Context: an optimization exercise on an open-source flow, tuned for small area and a short achievable clock period. The choices shown serve that exercise and are no tape-out recipe. Function was checked by simulation only, so behaviour that the tests miss may differ from the original.

**config.mk**
```make
export PLATFORM = sky130hd
export DESIGN_NAME = bnn_layer
export DESIGN_NICKNAME = bnn_layer
export VERILOG_FILES = /design/flow/design.v
export SDC_FILE = /design/flow/constraint.sdc
export NUM_CORES = 4
export LEC_CHECK = 0
export CAP_MARGIN = 20
export CORE_MARGIN = 2
export CORE_UTILIZATION = 40
export SLEW_MARGIN = 20
```
**constraint.sdc**
```tcl
create_clock -name core_clock -period 9.0 [get_ports {clk}]
set_input_delay 1.8000 -clock core_clock [delete_from_list [all_inputs] [get_ports {clk}]]
set_output_delay 1.8000 -clock core_clock [all_outputs]
set_load 0.01 [all_outputs]
```
**design.v**
```verilog
`timescale 1ns / 1ps
module neuron_unit #(
    parameter N = 16                
)(
    input wire clk,                
    input wire rst,                
    input wire [N-1:0] inputs,     
    input wire [N-1:0] weights,    
    input wire [7:0] threshold,    
    input wire valid_in,           
    output reg out,                
    output reg valid_out,          
    output reg [7:0] debug_popcount  
);
    reg [N-1:0] xnor_result;
    integer i;
    reg [7:0] popcnt;
    always @(*) begin
        xnor_result = ~(inputs ^ weights);  
        popcnt = 0;
        for (i = 0; i < N; i = i + 1) begin
            popcnt = popcnt + xnor_result[i];
        end
    end
    always @(posedge clk or posedge rst) begin
        if (rst) begin
            out <= 1'b0;
            valid_out <= 1'b0;
            debug_popcount <= 8'd0;
        end else begin
            if (valid_in) begin
                out <= (popcnt >= threshold) ? 1'b1 : 1'b0;
                debug_popcount <= popcnt;
                valid_out <= 1'b1;
            end else begin
                valid_out <= 1'b0;
            end
        end
    end
endmodule
`timescale 1ns / 1ps
module bnn_layer #(
    parameter N = 32,          
    parameter NEURONS = 16     
)(
    input wire clk,
    input wire rst,
    input wire valid_in,                           
    input wire [N-1:0] input_vector,               
    input wire [NEURONS*N-1:0] weights_flat,       
    input wire [8*NEURONS-1:0] thresholds_flat,    
    output wire [NEURONS-1:0] output_vector,        
    output reg valid_out,                          
    output wire [8*NEURONS-1:0] debug_popcounts     
);
    wire [NEURONS-1:0] neuron_outputs;
    wire [7:0] popcount_outputs [0:NEURONS-1];  
    genvar i;
    generate
        for (i = 0; i < NEURONS; i = i + 1) begin : neuron_array
            wire [N-1:0] weight_i;
            wire [7:0] threshold_i;
            assign weight_i = weights_flat[(i+1)*N-1 -: N];
            assign threshold_i = thresholds_flat[(i+1)*8-1 -: 8];
            neuron_unit #(.N(N)) neuron_inst (
                .clk(clk),
                .rst(rst),
                .inputs(input_vector),
                .weights(weight_i),
                .threshold(threshold_i),
                .valid_in(valid_in),
                .out(neuron_outputs[i]),
                .valid_out(),  
                .debug_popcount(popcount_outputs[i])
            );
        end
    endgenerate
    assign output_vector = neuron_outputs;
    genvar j;
    generate
        for (j = 0; j < NEURONS; j = j + 1) begin : popcount_out
            assign debug_popcounts[(j+1)*8-1 -: 8] = popcount_outputs[j];
        end
    endgenerate
    always @(posedge clk or posedge rst) begin
        if (rst) begin
            valid_out <= 0;
        end else begin
            valid_out <= valid_in;
        end
    end
endmodule
```
**run.sh**
```bash
#!/bin/bash
# synth_recipe.tcl (not shown) runs the flow's synth.tcl, then flattens the netlist and writes it again
# the make line also repeats each setting of config.mk as NAME=value (left out here)
make -C /OpenROAD-flow-scripts/flow DESIGN_CONFIG=/design/flow/config.mk WORK_HOME=/design/flow/orfs CLKGATE_MAP_FILE= SYNTH_SCRIPT=/design/flow/synth_recipe.tcl finish
```
==> summary.txt <==
Detailed routing
  • DRT Pass-1 Iters: 7
  • Final antenna-violating net count: 0
  • DRC: 0
  • Drt via density: 4.89
  • WL/cell: 24.5 µm
  • Drt total wl: 98.6 mm
  • Via count: 19679
  • First DRT Iteration DRCs: 1133

Synth
  • Leading area contributor after synthesis: fa_1
  • Synth top area share: 31.4%
  • Number of synthesized register bits: 113
  • Synth warn: 2
  • Top_reg_cell synth: dfrtp_1
  • Area contributors post-synth: fa_1, xor2_1, dfrtp_1, ha_1, inv_1
  • Asr flop ratio synth: 100%
  • Post-synthesis sequential area ratio: 11.6%
  • Syn Std Cell Area: 24400 µm²
  • Post-synthesis adder-cell area fraction: 42.9%
  • Synth Area in Compound Gates: 7.90%
  • Simple-Gate Fraction of Synth Area: 4.83%
  • Avg Cell Area, Syn: 9.94 µm²
  • Post-synth EDFFs: 0
  • Post-synthesis cell type count: 34
  • Mux cell area share after synthesis: 1.60%
  • Gate Count Post-Synth: 2459
  • Xor/xnor cell area share of the yosys netlist: 19.3%
  • Main combinational cell family by area after synthesis: adder cells

CTS
  • CTS clock-pin slew for the worst setup and hold paths: 0.06 ns
  • CTS Hold Bufs: 0
  • Clock tree sinks: 113
  • TritonCTS Buffers: 17
  • Clk buf depth: 2
  • Number of gates resized after CTS: 0
  • CTS tree: done
  • Clock latency (worst-skew pair): 0.44 ns
  • Root Buffer: clkbuf_16
  • CTS HTree Levels: 4
  • Postcts setup bufs: 0

Floorplanning
  • Width of the die: 251 µm
  • Starting Density: 40.5%
  • Core Area: 60400 µm²
  • Row cnt: 90
  • Die area: 63100 µm²
  • IO Count: 820
  • Chip height: 251 µm

Min path
  • Worst hold path endpoint: neuron_array[1].neuron_inst.out
  • HP Start: neuron_array[1].neuron_inst.out
  • Worst hold stages: 2
  • Hold crit path type: reg -> reg

Timing
  • Final hold slack: 0.487 ns
  • Final setup TNS: 0 ns
  • Minimum clock period: 8.43 ns
  • Max Fclk: 119 MHz
  • Final hold vios: 0
  • Worst slew pin tran: 1.01 ns
  • Fin. max-slew vios: 0
  • Slew HR: 32.4%
  • # setup viols final: 0
  • Unrepaired setup endpoints after global routing: no
  • Clock skew: 0 ns
  • Period Utilization, post-route: 93.6%

GRT
  • Initial antenna violation count: 38
  • Vias in the first global route: 21291
  • Total gr overflow: 0
  • Largest net degree at the start of global routing: 88
  • Global-route usage over all layers: 31.1%
  • Global-route wire length before repair: 141 mm

Setup path
  • Setup CP Type: in -> reg
  • R2R Path End: neuron_array[8].neuron_inst.debug_popcount[3]
  • Crit path capture type: register
  • Worst Path Required: 9.34 ns
  • Worst r2r src: neuron_array[8].neuron_inst.debug_popcount[3]
  • CP arrival: 8.77 ns
  • R2R Setup Slk: 8.11 ns
  • Crit path max fanout: 16
  • Reg2Reg Depth: 2
  • Startpoint types: input pin
  • Worst Setup SP: input_vector[0]

Placed design
  • IO buf count: 787
  • Placer Congestion: 0.998
  • HPWL Detailed: 87.0 mm

Status
  • Status: finished clean

Layout
  • P&R area growth vs syn: 37.9%
  • Share of layout cells above drive strength 1: 4.61%
  • Post-layout util: 55.8%
  • Fin nets: 4483

Run
  • Max cap viols: 0
[worst max-delay path by stage]
stage / end / slack (ns) / depth (start not counted)
2_1_floorplan: neuron_array[10].neuron_inst.out / 1.04 / 23
3_3_place_gp: neuron_array[14].neuron_inst.out / 0.16 / 23
3_5_place_dp: neuron_array[14].neuron_inst.out / 0.12 / 23
4_1_cts: neuron_array[14].neuron_inst.out / 0.58 / 23
5_1_grt: neuron_array[14].neuron_inst.out / 0.31 / 23
6_report: neuron_array[14].neuron_inst.out / 0.57 / 23
[stage by stage]
stage | cell area, µm² | setup WS [ns] | cells
2_1_floorplan | 24600 | 1.04 | 2490
3_3_place_gp | 33000 | 0.159 | 3963
3_5_place_dp | 33000 | 0.116 | 3963
4_1_cts | 33600 | 0.578 | 3994
5_1_grt | 33700 | 0.312 | 4024
6_report | 33700 | 0.574 | 4026
[layout make-up]
class | instances | area, µm²
inverter | 528 | 1990
antenna | 32 | 80.1
clock inverter | 13 | 210
multi-input combinational | 1712 | 18800
timing repair buffer | 828 | 8340
fill | 5474 | 26700
tap | 782 | 978
sequential | 113 | 2830
clock buffer | 18 | 439
[registers in the layout, summed over array words and instances, names as in the netlist]
| name | flops |
|---|---|
| valid_out | 1 |
| neuron_array.neuron_inst.out | 16 |
| neuron_array.neuron_inst.debug_popcount | 96 |
[cell usage in the layout, fill, tap and decap left out, types with 2 or more instances in the layout]
cell type and count:
clkdlybuf4s50_1 785, inv_1 526, fa_1 384, xor2_1 339
ha_1 224, xnor2_1 201, dfrtp_1 113, nor2_1 111
nand2_1 53, a21oi_1 47, nor2b_1 44, diode_2 32
nor3_1 32, o31a_1 32, conb_1 32, buf_4 29
mux2_2 24, clkbuf_16 17, nand2b_1 16, a2111oi_2 16
o211ai_1 16, o41ai_2 16, o21ai_2 16, a21boi_1 16
a221oi_1 16, o21a_1 16, o21ai_0 13, buf_12 13
o21ai_1 12, mux2i_1 12, a22oi_1 12, clkinvlp_4 5
bufinv_16 5, a21boi_0 4, nor3b_1 4, o31ai_1 4
inv_4 2
[Yosys cell counts (all sizes together) (2+ instances only)]
cell,number
inv,528
fa,384
xor2,339
ha,224
xnor2,201
buf,135
dfrtp,113
nor2,111
nand2,53
a21oi,47
nor2b,44
o21ai,41
nor3,32
o31a,32
mux2,24
a21boi,20
a2111oi,16
a221oi,16
nand2b,16
o211ai,16
o21a,16
o41ai,16
a22oi,12
mux2i,12
nor3b,4
o31ai,4
clkbuf,2
[cells by family (layout without fill, tap and decap cells)]
family | Yosys count | after routing
AO/OA/AOI/OAI | 236 | 236
XOR/XNOR | 540 | 540
adder cells (fa/ha/maj) | 608 | 608
buffers and inverters | 665 | 1387
flip-flops | 113 | 113
multiplexers | 36 | 36
other | 1 | 64
AND/OR/NAND/NOR | 260 | 260
[critical path, cell delays in order]
cell	delay [ns]
clkdlybuf4s50_1	0.50
buf_12	0.19
xnor2_1	0.09
ha_1	0.28
inv_1	0.05
fa_1	0.50
fa_1	0.56
fa_1	0.57
fa_1	0.53
fa_1	0.61
inv_1	0.09
fa_1	0.54
inv_1	0.06
fa_1	0.51
fa_1	0.44
nor2b_1	0.16
o21ai_1	0.11
nor2b_1	0.16
xnor2_1	0.13
ha_1	0.29
o211ai_1	0.09
o31a_1	0.30
o41ai_2	0.20
[per-layer routing]
layer	part of all wire, %	wire, µm	global-route usage, %	vias to the layer above
li1	-	-	-	8926
met1	41	40900	39.6	9836
met2	50	49100	53.3	747
met3	5.2	5160	4.70	156
met4	3.4	3340	12.1	14
met5	0.095	94	0	-

[what the ideal ports hide]
The results above use ideal ports. As a check the final layout listed here was re-extracted and re-timed, cells and wires unchanged. Step 1, drivers: a clkbuf_16 drives clk and a buf_2 each remaining input, both assumed. Step 2, shift: input delay + t, output delay - t, t = (earliest + latest rising clock arrival at the registers) / 2. This alone moves slack from input paths to output paths. Slacks: ideal ports / drivers / drivers and shift; pairs: ideal ports / drivers.
t (ns): 0.492
setup WS [ns]: 0.574 / 0.565 / 0.073
hold slack, ns: 0.487 / 0.487 / 0.487
clock arrival spread, ns: 0.012 / 0.012
worst register clock-pin slew, ns: 0.07 / 0.07
After both steps setup and hold are still met in this run. The setup slack of this run moves by -0.009 ns with the drivers and by -0.501 ns with both steps.
